This design comes from an exercise in tuning for a short achievable clock period and few clock cycles on the open sky130 flow, not from production work.
Function was not checked in any run shown here: the RTL went through the layout flow alone.
No activity file was given, so power comes from the tool's default toggle rates.

## flow/design.v (module list and top-level ports; edited modules follow where they fit)
// module CPU: 286 lines
// module mul_stage1: 1277 lines
// module mul_stage2: 89 lines
module CPU(clk,
            rst_n,
            wen_D,
            addr_D,
            wdata_D,
            rdata_D,
            addr_I,
            rdata_I);
  // ...
==> flow/run.sh <==
#!/bin/bash
# synth_recipe.tcl (not shown) runs the flow's synth.tcl, then flattens the netlist and writes it again
# the make line also repeats each setting of config.mk as NAME=value (left out here)
make -C /OpenROAD-flow-scripts/flow DESIGN_CONFIG=/design/flow/config.mk WORK_HOME=/design/flow/orfs CLKGATE_MAP_FILE= SYNTH_SCRIPT=/design/flow/synth_recipe.tcl finish
==> flow/config.mk <==
export PLATFORM = sky130hd
export DESIGN_NAME = CPU
export DESIGN_NICKNAME = CPU
export VERILOG_FILES = /design/flow/design.v
export SDC_FILE = /design/flow/constraint.sdc
export NUM_CORES = 8
export LEC_CHECK = 0
export ABC_CLOCK_PERIOD_IN_PS = 3000
export CAP_MARGIN = 20
export CORE_MARGIN = 2
export CORE_UTILIZATION = 40
export SETUP_SLACK_MARGIN = 5
export SLEW_MARGIN = 20
==> flow/constraint.sdc <==
create_clock -name core_clock -period 12.0 [get_ports {clk}]
set_input_delay 2.4000 -clock core_clock [delete_from_list [all_inputs] [get_ports {clk}]]
set_output_delay 2.4000 -clock core_clock [all_outputs]
set_load 0.01 [all_outputs]
==> impl_summary.log, run 1 <==
INFO  metric run_status = no timing/DRC/antenna violations
INFO  metric layout_common_cells = sky130_fd_sc_hd__dfrtp_1 (1,504), sky130_fd_sc_hd__mux2_2 (1,040), sky130_fd_sc_hd__nand2_1 (950), sky130_fd_sc_hd__a21oi_1 (949), sky130_fd_sc_hd__o21ai_0 (789)
INFO  metric synth.distinct_cells = 96
INFO  metric number_of_cts_inserted_buffers = 185
INFO  metric setup.worst_path.end_class = flip-flop
INFO  metric cts-htree-levels = 4
INFO  metric synth.yosys.seq_area_share = 0.365
INFO  metric clock-skew-final = 0.117 ns
INFO  metric clockPowerShare = 0.229
INFO  metric largest_register_ffs = about 990
INFO  metric yosysWarnings = 4
INFO  metric grt_usage = 0.389
INFO  metric post_synth_net_total = 12,000
INFO  metric final_net_count = 11,700
INFO  metric n_sequential_cell = 1,549
INFO  metric post-route-util = 0.446
INFO  metric n_tap_cell = 3,533
INFO  metric cts.repair_timing.setup_buffer_count = 0
INFO  metric power.share.switching = 0.454
INFO  metric clkCellAreaFrac = 0.0518
INFO  metric async_reset_ff_frac = 1.00
INFO  metric crit_path_end = m_res[29]
INFO  metric area_dominant_class = multi-input combinational cells
INFO  metric cpLargestDelayFamily = compound AO/OA/AOI/OAI gates
INFO  metric diodes = 21
INFO  metric synthTopCellsByCount = sky130_fd_sc_hd__dfrtp_1 (1,519), sky130_fd_sc_hd__mux2_2 (1,040), sky130_fd_sc_hd__nand2_1 (965)
INFO  metric placement.io_buffers = 162
INFO  metric wl_per_cell = between 30 and 40 um
INFO  metric placedCellCount = 14,400
INFO  metric tritoncts = yes
INFO  metric met2WireLength = 222 mm
INFO  metric worst_r2r_endpoint = m_res[29]
INFO  metric synth_compound_area_frac = 0.232
INFO  metric fmax = 0.146 GHz
INFO  metric synth_top_cell_by_area = sky130_fd_sc_hd__dfrtp_1
INFO  metric n_fill_cell = 25,400
==> run 2, diff against run 1 <==
==> flow/flow/run.sh (new file) <==
#!/bin/bash
set -euo pipefail
MARGIN=$(cat flow/margin.txt)
bash standard.sh SETUP_SLACK_MARGIN=$MARGIN finish > flow_make.log 2>&1
==> flow/flow/margin.txt (new file) <==
8.3
==> flow/standard.sh (new file) <==
#!/bin/bash
# synth_recipe.tcl (not shown) runs the flow's synth.tcl, then flattens the netlist and writes it again
# the make line also repeats each setting of config.mk as NAME=value (left out here)
make -C /OpenROAD-flow-scripts/flow DESIGN_CONFIG=/design/flow/config.mk WORK_HOME=/design/flow/orfs CLKGATE_MAP_FILE= SYNTH_SCRIPT=/design/flow/synth_recipe.tcl "${@:-finish}"
==> flow/config.mk (replaced) <==
export PLATFORM = sky130hd
export DESIGN_NAME = CPU
export DESIGN_NICKNAME = CPU
export VERILOG_FILES = /design/flow/design.v
export SDC_FILE = /design/flow/constraint.sdc
export NUM_CORES = 8
export LEC_CHECK = 0
export ABC_CLOCK_PERIOD_IN_PS = 3500
export CAP_MARGIN = 20
export CORE_MARGIN = 2
export CORE_UTILIZATION = 40
export SLEW_MARGIN = 20
removed: flow/run.sh
==> impl_summary.log, run 2 <==
INFO  metric worst-r2r-cell-count = 25
INFO  metric final_hold_viol_count = 0
INFO  metric layout_common_cells = sky130_fd_sc_hd__dfrtp_1 (1,424), sky130_fd_sc_hd__mux2_2 (1,021), sky130_fd_sc_hd__a21oi_1 (846), sky130_fd_sc_hd__nand2_1 (796), sky130_fd_sc_hd__buf_4 (725)
INFO  metric ys_dominant_reg_cell = sky130_fd_sc_hd__dfrtp_1
INFO  metric grt_usage = 0.438 (+0.0486)
INFO  metric finalWeightedCongestion = just over 1
INFO  metric clk_pin_slew = approximately 0.07 ns
INFO  metric netlist_top_cells_area = sky130_fd_sc_hd__dfrtp_1 (36%), sky130_fd_sc_hd__mux2_2 (11%), sky130_fd_sc_hd__a22oi_1 (4.6%), sky130_fd_sc_hd__a21oi_1 (4.5%), sky130_fd_sc_hd__fa_1 (4.0%)
INFO  metric io-pin-count = 163
INFO  metric layout_top_registers = regs.q x992, m_mrows x75
INFO  metric clock-skew-final = 0.114 ns (-0.00298 ns)
INFO  metric die_area = 270,000 um2
INFO  metric worst_hold_path.endpoint = w_wr
INFO  metric top_register = regs.q
INFO  metric grt_overflow = 0
INFO  metric first_global_vias = 106,000
INFO  metric final_max_slew_viol_count = 0
INFO  metric number_of_cts_inserted_buffers = 182 (-1.6%)
INFO  metric finalWirelength = between 600 and 700 mm
INFO  metric drt-initial-drc-count = roughly 23,000
INFO  metric period_share = 0.488
INFO  metric synthesis.area_per_instance = about 9.2 um2
INFO  metric setup.worst_path.end_class = flip-flop
INFO  metric run_status = no timing/DRC/antenna violations
INFO  metric crit_start = e_fs[0]
INFO  metric relSlewSlack = 0.0760
INFO  metric yosysWarnings = 4 (unchanged)
INFO  metric final.hold.worst_slack = 0.391 ns
INFO  metric post_synth_net_total = 12,000 (unchanged)
INFO  metric cts_num_sinks = ~1,500
INFO  metric worst_hold_startpoint = m_wr
INFO  metric n_fill_cell = 23,700 (-6.8%)
INFO  metric synth_top_cell_by_area = sky130_fd_sc_hd__dfrtp_1
INFO  metric cap_viol_max_count = 0
INFO  metric regToRegStartpoint = e_fs[0]
INFO  metric clkLatencyLatePin = around 0.95 ns
INFO  metric async_reset_ff_frac = 1.00 (unchanged)
INFO  metric cts.root.buffer_cell = sky130_fd_sc_hd__clkbuf_16
INFO  metric synth-edff-count = 0
INFO  metric floorplan.initialDensity = 0.401
INFO  metric worst_r2r_endpoint = dv_d[19]
INFO  metric drc = 0
INFO  metric timing.setup.tns = 0 ns
INFO  metric core_area = 265,000 um2
INFO  metric worst_ir_drop_vdd = approximately 0.00040 V
INFO  metric maximum_number_of_pins_on_one_net_before_global_route_repair = 184
INFO  metric post-synth-top-count-cell = sky130_fd_sc_hd__dfrtp_1
INFO  metric dp.final_hpwl = 364 mm
INFO  metric final_setup_vio_count = 0
INFO  metric post_synth_instance_area = 106,000 um2
INFO  metric grt_setup_unrepaired = yes
INFO  metric cts-htree-levels = 4 (unchanged)
INFO  metric floorplan.die.width = 520 um
INFO  metric multi_input_area = 68,300 um2
INFO  metric fin_crit = 5.86 ns
INFO  metric setup.worst_path.start_class = flip-flop
INFO  metric synthTopCellsByCount = sky130_fd_sc_hd__dfrtp_1 (1,519), sky130_fd_sc_hd__mux2_2 (1,040), sky130_fd_sc_hd__nand2_1 (965)
INFO  metric area_delta_synth_final = 27.5%
INFO  metric final_net_count = 12,500 (+7.5%)
INFO  metric final-seq-area = 38,900 um2
INFO  metric worst_ep_arrival_time = 6.56 ns
INFO  metric totalPowerFinal = 33,900 uW
INFO  metric setup.reg_to_reg.worst_slack = between 6 and 7 ns
INFO  metric path_class = reg -> reg
INFO  metric grt_first_pass_wirelength = roughly 850 mm
INFO  metric worstPathMaxFanout = 5
INFO  metric synth_top_area_frac = 0.358
INFO  metric power.leakage = 0.0596 uW
INFO  metric grt_antenna_before_repair = between 40 and 50
INFO  metric final_common_cell = sky130_fd_sc_hd__dfrtp_1
INFO  metric num_rows = around 190
INFO  metric cts_max_path_buffers = 4
INFO  metric placement.io_buffers = 162 (unchanged)
INFO  metric timing_worst_slew_pin_value = 1.38 ns
INFO  metric wl_per_cell = 39.6 um (+7.4%)
INFO  metric drt-vias-per-instance = 7.30
INFO  metric fmax = 0.171 GHz (+17%)
INFO  metric ant_nets = 0
INFO  metric post_synth_inst_count = approximately 12,000
INFO  metric synth.distinct_cells = 96 (unchanged)
INFO  metric via_count = 115,000
INFO  metric synth.yosys.seq_area_share = 0.365 (unchanged)
INFO  metric drt-pass1-iter-count = 22
INFO  metric dieHeight = 520 um
INFO  metric tritoncts = yes
INFO  metric layout-drive-gt1-share = 0.326
INFO  metric cp_data_required_time = 12.71 ns
INFO  metric largest_register_ffs = 992 (unchanged)
INFO  metric worst_hold_path_type = reg -> reg
INFO  metric ys_ff_latch = 1,549
INFO  metric power_per_unit_of_standard_cell_area = 250 nW/um2
INFO  metric timing.hold.worst_path_depth = 0
-- run 2: cells by family (layout without fill, tap and decap cells) --
group           count (synthesis)  after routing  synth area share
xor+xnor                      381            381            0.0314
compound gates               3769           3773             0.232
mux                          1280           1280             0.136
other cells                     0             53                 0
simple gates                 2528           2536             0.108
fa+ha+maj                     505            505            0.0736
buf+inv                      1490           2100            0.0536
flops                        1549           1549             0.365
-- run 2: cell type report --
| type | count | share of cell area |
|---|---|---|
| timing repair buffer | 1384 | 0.118 |
| sequential | 1549 | 0.287 |
| antenna | 53 | 0.000979 |
| inverter | 392 | 0.0120 |
| multi-input combinational | 8475 | 0.504 |
| tap | 3533 | 0.0326 |
| clock buffer | 258 | 0.0385 |
| clock inverter | 66 | 0.00617 |
-- run 2: through the flow --
step	utilization	instances	area, um2	worst slack [ns]
2_1_floorplan	-	11500	108000	6.86
3_3_place_gp	0.427	14500	113000	4.62
3_5_place_dp	0.427	14500	113000	4.43
4_1_cts	0.496	15500	131000	6.49
5_1_grt	0.511	15700	135000	6.14
6_report	0.512	15700	136000	6.14
-- run 2: worst max path at each step --
stage | to | slack, ns
floorplan | m_res[18] | 6.86
global placement | id_ir[25] | 4.62
detailed placement | id_ir[6] | 4.43
CTS | dv_d[26] | 6.49
global route | dv_d[19] | 6.14
finish | dv_d[19] | 6.14
-- run 2: power by group --
group | total, uW | internal (uW) | switching [uW]
registers | 6820 | 5900 | 920
logic | 21200 | 9460 | 11800
clock network | 5850 | 3360 | 2500
-- run 2: worst max-delay path, stage by stage, from the launching register on --
cell and delay (ns):
sky130_fd_sc_hd__dfrtp_1 0.41, sky130_fd_sc_hd__buf_12 0.15, sky130_fd_sc_hd__a222oi_1 0.44, sky130_fd_sc_hd__bufbuf_16 0.35
sky130_fd_sc_hd__clkinvlp_4 0.12, sky130_fd_sc_hd__ha_4 0.18, sky130_fd_sc_hd__o21a_1 0.22, sky130_fd_sc_hd__o21ai_1 0.16
sky130_fd_sc_hd__a21oi_1 0.08, sky130_fd_sc_hd__o21ai_1 0.14, sky130_fd_sc_hd__a21oi_1 0.08, sky130_fd_sc_hd__o21ai_1 0.15
sky130_fd_sc_hd__a21oi_1 0.09, sky130_fd_sc_hd__o21ai_1 0.23, sky130_fd_sc_hd__a41oi_2 0.18, sky130_fd_sc_hd__ha_4 0.21
sky130_fd_sc_hd__fa_4 0.85, sky130_fd_sc_hd__buf_12 0.14, sky130_fd_sc_hd__buf_8 0.13, sky130_fd_sc_hd__mux4_2 0.53
sky130_fd_sc_hd__o21ai_1 0.19, sky130_fd_sc_hd__nor2_1 0.06, sky130_fd_sc_hd__a21oi_1 0.13, sky130_fd_sc_hd__o211ai_1 0.18
sky130_fd_sc_hd__o211ai_1 0.16, sky130_fd_sc_hd__o21ai_0 0.10
-- run 2: timing repair --
item,in CTS,in global routing
resized for setup,1680,675
hold buffers,0,0
pin swaps,295,293
buffers inserted,580,145
cloned,103,20
setup endpoints to repair,797,1379
-- run 2: routing by layer --
metal | up-vias | track usage | wire length (um)
met1 | 55900 | 0.534 | 216000
met5 | - | 0.0121 | 713
met3 | 3790 | 0.217 | 102000
li1 | 43700 | - | -
met4 | 48 | 0.337 | 65900
met2 | 11300 | 0.581 | 237000

## afterwards: timing with drivers on the ports
Ports are ideal in the flow. The routed layouts listed here were re-timed in OpenROAD. Step 1 sets driving cells, clkbuf_16 on the clock port and buf_2 on the other inputs (assumed; they add their load-dependent delay and slew). Step 2, shift: input delay + t, output delay - t, t = (earliest + latest rising clock arrival at the registers) / 2. This alone moves slack from input paths to output paths. Slacks: ideal ports / drivers / drivers and shift; pairs: ideal ports / drivers.
run	t, ns	slack for setup (ns)	clock arrival spread, ns	slew at the worst register clock pin (ns)
run 1	0.962	5.141 / 5.141 / 5.141	0.138 / 0.137	0.07 / 0.07
run 2	0.978	6.143 / 6.143 / 6.143	0.120 / 0.120	0.08 / 0.08
After both steps every run listed still meets setup and hold.
